This is an optimization exercise on Yosys and OpenROAD, whose aim is small area and a short achievable clock period, not a production implementation.
The RTL was checked by simulation tests, not by an equivalence proof against the original design.

## design/flow/config.mk

```make
export PLATFORM = sky130hd
export DESIGN_NAME = jh_efield
export DESIGN_NICKNAME = jh_efield
export VERILOG_FILES = /design/flow/design.v
export SDC_FILE = /design/flow/constraint.sdc
export NUM_CORES = 4
export LEC_CHECK = 0
export CAP_MARGIN = 20
export CORE_MARGIN = 2
export CORE_UTILIZATION = 40
export SLEW_MARGIN = 20
```

## design/flow/constraint.sdc

```tcl
create_clock -name core_clock -period 17.0 [get_ports {clock}]
set_input_delay 3.4000 -clock core_clock [delete_from_list [all_inputs] [get_ports {clock}]]
set_output_delay 3.4000 -clock core_clock [all_outputs]
set_load 0.01 [all_outputs]
```

## design/flow/run.sh

```bash
#!/bin/bash
# synth_recipe.tcl (not shown) runs the flow's synth.tcl, then flattens the netlist and writes it again
# the make line also repeats each setting of config.mk as NAME=value (left out here)
make -C /OpenROAD-flow-scripts/flow DESIGN_CONFIG=/design/flow/config.mk WORK_HOME=/design/flow/orfs CLKGATE_MAP_FILE= SYNTH_SCRIPT=/design/flow/synth_recipe.tcl finish
```

## design/flow/design.v

```verilog
module fp_multi
#(parameter number_length = 27,
				exponent_length = 8,
				fraction_length = 18)
(
	input [number_length-1:0] in_A,
	input [number_length-1:0] in_B,
	output [number_length-1:0] out_Prod
);
	wire								A_s;
	wire [exponent_length-1:0]	A_e;
	wire [fraction_length-1:0]	A_f;
	wire								B_s;
	wire [exponent_length-1:0]	B_e;
	wire [fraction_length-1:0]	B_f;
	assign A_s = in_A[number_length-1];
	assign A_e = in_A[number_length-2:fraction_length];
	assign A_f = {1'b1, in_A[fraction_length-1:1]};			 
	assign B_s = in_B[number_length-1];
	assign B_e = in_B[number_length-2:fraction_length];
	assign B_f = {1'b1, in_B[fraction_length-1:1]};
	wire        out_Prod_s;
	assign out_Prod_s = A_s ^ B_s;
	wire [fraction_length+fraction_length-1:0] pre_prod_frac;
	assign pre_prod_frac = A_f * B_f;
	wire [exponent_length:0]  pre_prod_exp;		 
	assign pre_prod_exp = A_e + B_e;
	wire [exponent_length-1:0] out_Prod_e;
	wire [fraction_length-1:0] out_Prod_f;
	assign out_Prod_e = pre_prod_frac[fraction_length+fraction_length-1] ? (pre_prod_exp-9'd126) : (pre_prod_exp - 9'd127);  
	assign out_Prod_f = pre_prod_frac[fraction_length+fraction_length-1] ? pre_prod_frac[fraction_length+fraction_length-2:fraction_length-1] : 
																							  pre_prod_frac[fraction_length+fraction_length-3:fraction_length-2];
	wire        underflow;
	assign underflow = pre_prod_exp < 9'h80;
	assign out_Prod = underflow     	  ? 27'b0 :
							(B_e == 8'd0)    ? 27'b0 :
							(A_e == 8'd0)    ? 27'b0 :
							{out_Prod_s, out_Prod_e, out_Prod_f};
endmodule
module fp_adder 
#(parameter number_length = 27,
				exponent_length = 8,
				fraction_length = 18)
(
	input clock,
	input [number_length-1:0] in_A,
	input [number_length-1:0] in_B,
	output [number_length-1:0] out_Sum
);
	wire								A_s;
	wire [exponent_length-1:0]	A_e;
	wire [fraction_length-1:0]	A_f;
	wire								B_s;
	wire [exponent_length-1:0]	B_e;
	wire [fraction_length-1:0]	B_f;
	assign A_s = in_A[number_length-1];
	assign A_e = in_A[number_length-2:fraction_length];
	assign A_f = {1'b1, in_A[fraction_length-1:1]};			 
	assign B_s = in_B[number_length-1];
	assign B_e = in_B[number_length-2:fraction_length];
	assign B_f = {1'b1, in_B[fraction_length-1:1]};
	wire [exponent_length-1:0] exp_diff_A;
	wire [exponent_length-1:0] exp_diff_B;
	wire [exponent_length-1:0] exp_larger;
	wire [fraction_length+fraction_length:0] A_f_shifted;
	wire [fraction_length+fraction_length:0] B_f_shifted;
	wire	A_larger;
	assign A_larger = (A_e > B_e) ? 1'b1:							 
							((A_e == B_e) && (A_f > B_f)) ? 1'b1 : 1'b0;
	assign exp_diff_A = B_e - A_e;  
	assign exp_diff_B = A_e - B_e;  
	assign exp_larger = (B_e > A_e) ? B_e : A_e;
	assign A_f_shifted = A_larger ? {1'b0, A_f, {fraction_length{1'b0}}} : 		 
								(exp_diff_A > 8'd21) ? 37'b0 :
								({1'b0, A_f, {fraction_length{1'b0}}} >> exp_diff_A);	
	assign B_f_shifted = ~A_larger ? {1'b0, B_f, {fraction_length{1'b0}}} : 
								(exp_diff_B > 8'd21) ? 37'b0 :
								({1'b0, B_f, {fraction_length{1'b0}}} >> exp_diff_B);
	wire [fraction_length+fraction_length:0] pre_sum;
	assign pre_sum = ((A_s^B_s) &  A_larger) ? A_f_shifted - B_f_shifted :
                    ((A_s^B_s) & ~A_larger) ? B_f_shifted - A_f_shifted :
                    A_f_shifted + B_f_shifted;
	reg  [fraction_length+fraction_length:0] 		buf_pre_sum;
	reg  [exponent_length-1:0]  						buf_larger_exp;
	reg         											buf_A_e_zero;
	reg         											buf_B_e_zero;
	reg  [number_length-1:0] 							buf_A;
	reg  [number_length-1:0] 							buf_B;
	reg         											buf_out_Sum_s;
	always @(posedge clock) begin
        buf_pre_sum    <= pre_sum;
        buf_larger_exp <= exp_larger;
        buf_A_e_zero   <= (A_e == 8'b0);
        buf_B_e_zero   <= (B_e == 8'b0);
        buf_A          <= in_A;
        buf_B          <= in_B;
        buf_out_Sum_s  <= A_larger ? A_s : B_s;
    end
	wire [fraction_length+fraction_length:0] pre_frac;
	assign pre_frac = buf_pre_sum;
	wire [fraction_length-1:0] out_Sum_f;
	wire [7:0]  shft_amount;
	assign shft_amount =  pre_frac[36] ? 8'd0  : pre_frac[35] ? 8'd1  :
								 pre_frac[34] ? 8'd2  : pre_frac[33] ? 8'd3  :
								 pre_frac[32] ? 8'd4  : pre_frac[31] ? 8'd5  :
								 pre_frac[30] ? 8'd6  : pre_frac[29] ? 8'd7  :
								 pre_frac[28] ? 8'd8  : pre_frac[27] ? 8'd9  :
								 pre_frac[26] ? 8'd10 : pre_frac[25] ? 8'd11 :
								 pre_frac[24] ? 8'd12 : pre_frac[23] ? 8'd13 :
								 pre_frac[22] ? 8'd14 : pre_frac[21] ? 8'd15 :
								 pre_frac[20] ? 8'd16 : pre_frac[19] ? 8'd17 :
								 pre_frac[18] ? 8'd18 : pre_frac[17] ? 8'd19 :
								 pre_frac[16] ? 8'd20 : pre_frac[15] ? 8'd21 :
								 pre_frac[14] ? 8'd22 : pre_frac[13] ? 8'd23 :
								 pre_frac[12] ? 8'd24 : pre_frac[11] ? 8'd25 :
								 pre_frac[10] ? 8'd26 : pre_frac[9]  ? 8'd27 :
								 pre_frac[8]  ? 8'd28 : pre_frac[7]  ? 8'd29 :
								 pre_frac[6]  ? 8'd30 : pre_frac[5]  ? 8'd31 :
								 pre_frac[4]  ? 8'd32 : pre_frac[3]  ? 8'd33 :
								 pre_frac[2]  ? 8'd34 : pre_frac[1]  ? 8'd35 :
								 pre_frac[0]  ? 8'd36 : 8'd37;
	wire [53:0] pre_frac_shft, uflow_shft;
	assign pre_frac_shft = {pre_frac, 17'b0} << (shft_amount+1);
	assign uflow_shft = {pre_frac, 17'b0} << (shft_amount);
	assign out_Sum_f = pre_frac_shft[53:36];
	wire [7:0] out_Sum_e;
	assign out_Sum_e = buf_larger_exp - shft_amount + 8'b1;
	wire underflow;
	assign underflow = ~uflow_shft[53];	 
	assign out_Sum = (buf_A_e_zero && buf_B_e_zero)   ? 27'b0 :		 
							buf_A_e_zero                     ? buf_B :
							buf_B_e_zero                     ? buf_A :
							underflow                        ? 27'b0 :
							(pre_frac == 0)                  ? 27'b0 :
							{buf_out_Sum_s, out_Sum_e, out_Sum_f};
endmodule 
module jh_efield(
	input rst,
	input clock,
	input [26:0] r,				 
	input [26:0] V_right,				 
	input [26:0] V_left,					 
	input [26:0] V_top,		 
	input [26:0] V_bottom,	 
	output [26:0] fdtd_result
);
	wire [26:0] const1, const2, const3, const1xr;
	assign const1 = 27'b001110101110011010101100000;		 
	assign const2 = 27'b001111001010110100000001000;		 
	assign const3 = 27'b001111101111010100101111111;		 
	wire [26:0] out1, out2, out3, out4, out5;
	wire [26:0] out6, out7, out8;
	reg [26:0] dalayed_out4;
	reg [26:0] dalayed_out5;
	reg [26:0] dalayed_out6, dalayed_out6_2, dalayed_out6_3;
	reg [26:0] dalayed_out7;
	always @(posedge clock) begin
		dalayed_out4 <= out4;
		dalayed_out5 <= out5;
		dalayed_out6 <= out6;
		dalayed_out7 <= out7;
		dalayed_out6_2 <= dalayed_out6;
		dalayed_out6_3 <= dalayed_out6_2;
	end
	fp_multi mul0(const1, r, const1xr);
	fp_adder add1(clock, V_top, {~V_bottom[26], V_bottom[25:0]}, out1);	
	fp_adder add2(clock, V_top, V_bottom, out2);
	fp_adder add3(clock, V_right, V_left, out3);
	fp_multi mul1(out1, const1xr, out4);	
	fp_multi mul2(out2, const2, out5);
	fp_multi mul3(out3, const3, out6);
	fp_adder add5(clock, dalayed_out5, dalayed_out4, out7);
	fp_adder add6(clock, dalayed_out6_3, dalayed_out7, out8); 
	assign fdtd_result = out8; 
endmodule 
```

==> run notes <==
cell type report:
cell class                      instances  area [µm²]
Antenna cell                            3        7.51
Clock buffer                           91        1910
Clock inverter                         34         453
Fill cell                           22600      125000
Inverter                             1339        5030
Multi-Input combinational cell       9153       71600
Sequential cell                       604       12100
Tap cell                             2992        3740
Timing Repair Buffer                  492        4160
worst register-to-register path, delay by kind of cell (launching register included):
kind	cells	cell delay, ps
fa+ha+maj	8	3810
mux	3	790
simple gates	4	1290
flops	1	460
buf+inv	6	1630
compound gates	18	4890
placed cells by master, fill, tap and decap left out, types with 71 or more instances in the layout:
master | netlist | layout
nand3_1 | 201 | 201
o21a_1 | 101 | 101
o211ai_1 | 71 | 71
dfxtp_1 | 604 | 604
nand2_1 | 1126 | 1124
mux2i_1 | 454 | 454
nor2_1 | 1030 | 1024
o21bai_1 | 86 | 86
a211oi_1 | 115 | 115
mux2_2 | 95 | 95
a22oi_1 | 88 | 88
nor2b_1 | 114 | 114
mux4_2 | 137 | 137
buf_4 | 2 | 330
or3_1 | 91 | 91
clkdlybuf4s50_1 | 0 | 154
xor2_1 | 185 | 179
and2_1 | 127 | 127
o31ai_1 | 80 | 78
nand2b_1 | 125 | 125
a21o_1 | 198 | 197
a21oi_1 | 819 | 817
xnor2_1 | 344 | 327
a31oi_1 | 108 | 107
nor3_1 | 278 | 276
nor4_1 | 84 | 83
inv_1 | 1323 | 1323
o21ai_0 | 745 | 739
ha_1 | 997 | 992
fa_1 | 545 | 545
through the flow:
step	hold WS [ps]	util	area (µm²)	TNS, ps
global placement	310	0.430	96500	-13980
CTS	320	0.441	98900	0
global route	330	0.441	99000	-207
floorplan	310	-	90200	0
finish	316	0.441	99000	0
detailed placement	312	0.430	96500	-16650
state kept, by name, indices dropped and copies added (netlist names), 26 cells and up:
name / count
dalayed_out6: 27
add2.buf_pre_sum: 37
add6.buf_pre_sum: 37
add5.buf_pre_sum: 37
dalayed_out6_2: 27
add3.buf_B: 26
add2.buf_A: 26
dalayed_out4: 27
dalayed_out5: 27
add3.buf_A: 26
add6.buf_B: 27
add1.buf_pre_sum: 36
add5.buf_A: 27
add5.buf_B: 27
add6.buf_A: 27
add2.buf_B: 26
add3.buf_pre_sum: 37
dalayed_out7: 27
dalayed_out6_3: 27
cell families (layout without fill, tap and decap cells):
family | after synthesis | count (layout)
muxes | 688 | 688
other | 0 | 3
and+or+nand+nor | 3439 | 3439
buffers and inverters | 1824 | 1956
xor gates and xnor gates | 532 | 532
AOI/OAI and AO/OA | 2952 | 2952
adders and majority gates | 1542 | 1542
DFF | 604 | 604
layer usage:
metal / global-route usage / vias up
met5: 0 / -
met1: 0.368 / 41400
met2: 0.447 / 3268
met3: 0.0380 / 567
li1: - / 40500
met4: 0.0955 / 12
Yosys cell counts, types with 114 or more instances:
cell type     n
xor2_1      185
mux4_2      137
nand2b_1    125
fa_1        545
nor2b_1     114
nor2_1     1030
a211oi_1    115
mux2i_1     454
a21oi_1     819
o21ai_0     745
ha_1        997
xnor2_1     344
a21o_1      198
clkbuf_1    394
nor3_1      278
nand3_1     201
inv_1      1323
dfxtp_1     604
nand2_1    1126
and2_1      127
worst paths after layout:
check | end | slack, ps | from | cells after the start
worst max-delay path | dalayed_out4[22]$_SDFF_PP0_ | 590 | r[2] | 58
worst min-delay path | dalayed_out6_2[15]$_DFF_P_ | 320 | dalayed_out6[15]$_SDFF_PP0_ | 0
worst max register to register | dalayed_out6[5]$_SDFF_PP0_ | 4000 | add3.buf_pre_sum[2]$_DFF_P_ | 39
worst min register to register | dalayed_out6_2[15]$_DFF_P_ | 320 | dalayed_out6[15]$_SDFF_PP0_ | 0
repair_timing:
item | 4_1_cts | 5_1_grt
setup endpoints to repair | 11 | 26
gates resized for setup | 1 | 16
setup buffers | 1 | 2
pin swaps | 1 | 6
==> results.cfg <==
[cts]
clk_latency_ps = 730
cts.reportedPaths.clkPinSlew_ps = 60
htree_levels = 3
numCtsBuffers = 69
root_buffer = clkbuf_16
ctsLongestPathBuffers = 3
clkSinkCount = 604
cts_hold_buf = 0
tritoncts = done

[synth]
synth_ff_type = dfxtp_1
synth_edf_count = 0
synth_cells = 11600
syn-cell-area_um2 = 90200
syn_nets = 13300
ys_types = 104
synth_mux_area_frac = 0.0967
ys_seq_elements = 604
ys_warn_count = 2
synth.avg_cell_area_um2 = 7.79
synth_top_family_by_area = adder cells
synth_top_cell_area_share = 0.138
yosysSeqAreaShare = 0.134
yosysTopAreaCell = ha_1
yosys.area_share.simple = 0.174
ys_async_sr_fraction = 0
synthTopCellsByArea = ha_1 (14%), dfxtp_1 (13%), fa_1 (12%)
synthAdderAreaFrac = 0.259
synth-compound-area-share = 0.208
synth_xor_area_frac = 0.0519

[cells_and_area]
final_nets = 13300
layoutNonFillerInstCount = 14700
drive_gt1_frac = 0.0709
area_growth_pct = 9.71

[detailed_routing]
ant_nets = 0
wl_per_cell_um = 22.0
drtPass1Iterations = 8
via_per_inst = 5.83
drt_wl_total_um = 323000
initialDrtViolationCount = 7926
vias = 85800
routed-wl-met2_um = 147000
routed-wl-met3_um = 23000
drc = 0
highest_layer = met5
drt-met1-wl_um = 141000

[worst_setup_path]
crit_required_ps = 17560
start_kind = primary input
end_kind = flop
critPathKind = primary input to flop
path_max_fanout = 11
critPathBufInv = 14
crit_family = adder cells
crit_arrival_ps = 16970
cpMaxStageDelayCell = fa_1
max_stage_delay_ps = 580
crit_path_frequent_cell = fa_1

[sta]
setup-violations-final = 0
maxSlewViolCount = 0
max_freq_ghz = 0.0609
finClkSkew_ps = 39.8
hold_violations = 0
slew_headroom = 0.151
layout_min_cycle_time_ps = 16410
min_period_over_period = 0.965
setup_ws_ps = 592
worstMarginPinSlew_ps = 1270

[die]
die_area_um2 = 229000
initial_core_util = 0.402
num_io_pins = 164
row_count = 174
dieWidth_um = 479
coreArea_um2 = 224000
die_y_um = 479

[global_routing]
grtUsageTotal = 0.273
grt_max_degree = 71
antenna_found_initial = 31
gr-total-overflow = 0
grt_pass1_vias = 83500
grt_pass1_wl_um = 495000

[hold_path]
hold_class = flop to flop

[placement]
dp_slack_ps = -794
io_buffer_count = 157
dp.cells = 14600
gp_congestion = 1.01
dpl.hpwl_um = 267000

[run_status]
outcome = complete, no violations

[flow_run]
maxCapViolCount = 0

port drivers added, routing unchanged:
The flow's constraints put no driver on any port. The routed layout listed below was extracted and timed again, unchanged, in two steps. Step 1 (the two cells are an assumption about what drives the block):
set clk [get_ports {clock}]
set_driving_cell -lib_cell sky130_fd_sc_hd__clkbuf_16 $clk
set_driving_cell -lib_cell sky130_fd_sc_hd__buf_2 [delete_from_list [all_inputs] $clk]
Step 2, shift: input delay + t, output delay - t, t = (earliest + latest rising clock arrival at the registers) / 2. This alone moves slack from input paths to output paths. a / b / c = ideal ports / drivers / drivers and shift; a / b = the first two.
t, ns: 0.784
setup WS [ns]: 0.592 / 0.629 / -0.156
hold slack, ns: 0.316 / 0.316 / 0.316
worst register clock-pin slew, ns: 0.08 / 0.08
Met with ideal ports but missed after step 2: setup timing in this run. For this run, drivers alone change the setup slack by +0.037 ns; drivers and shift together by -0.748 ns.
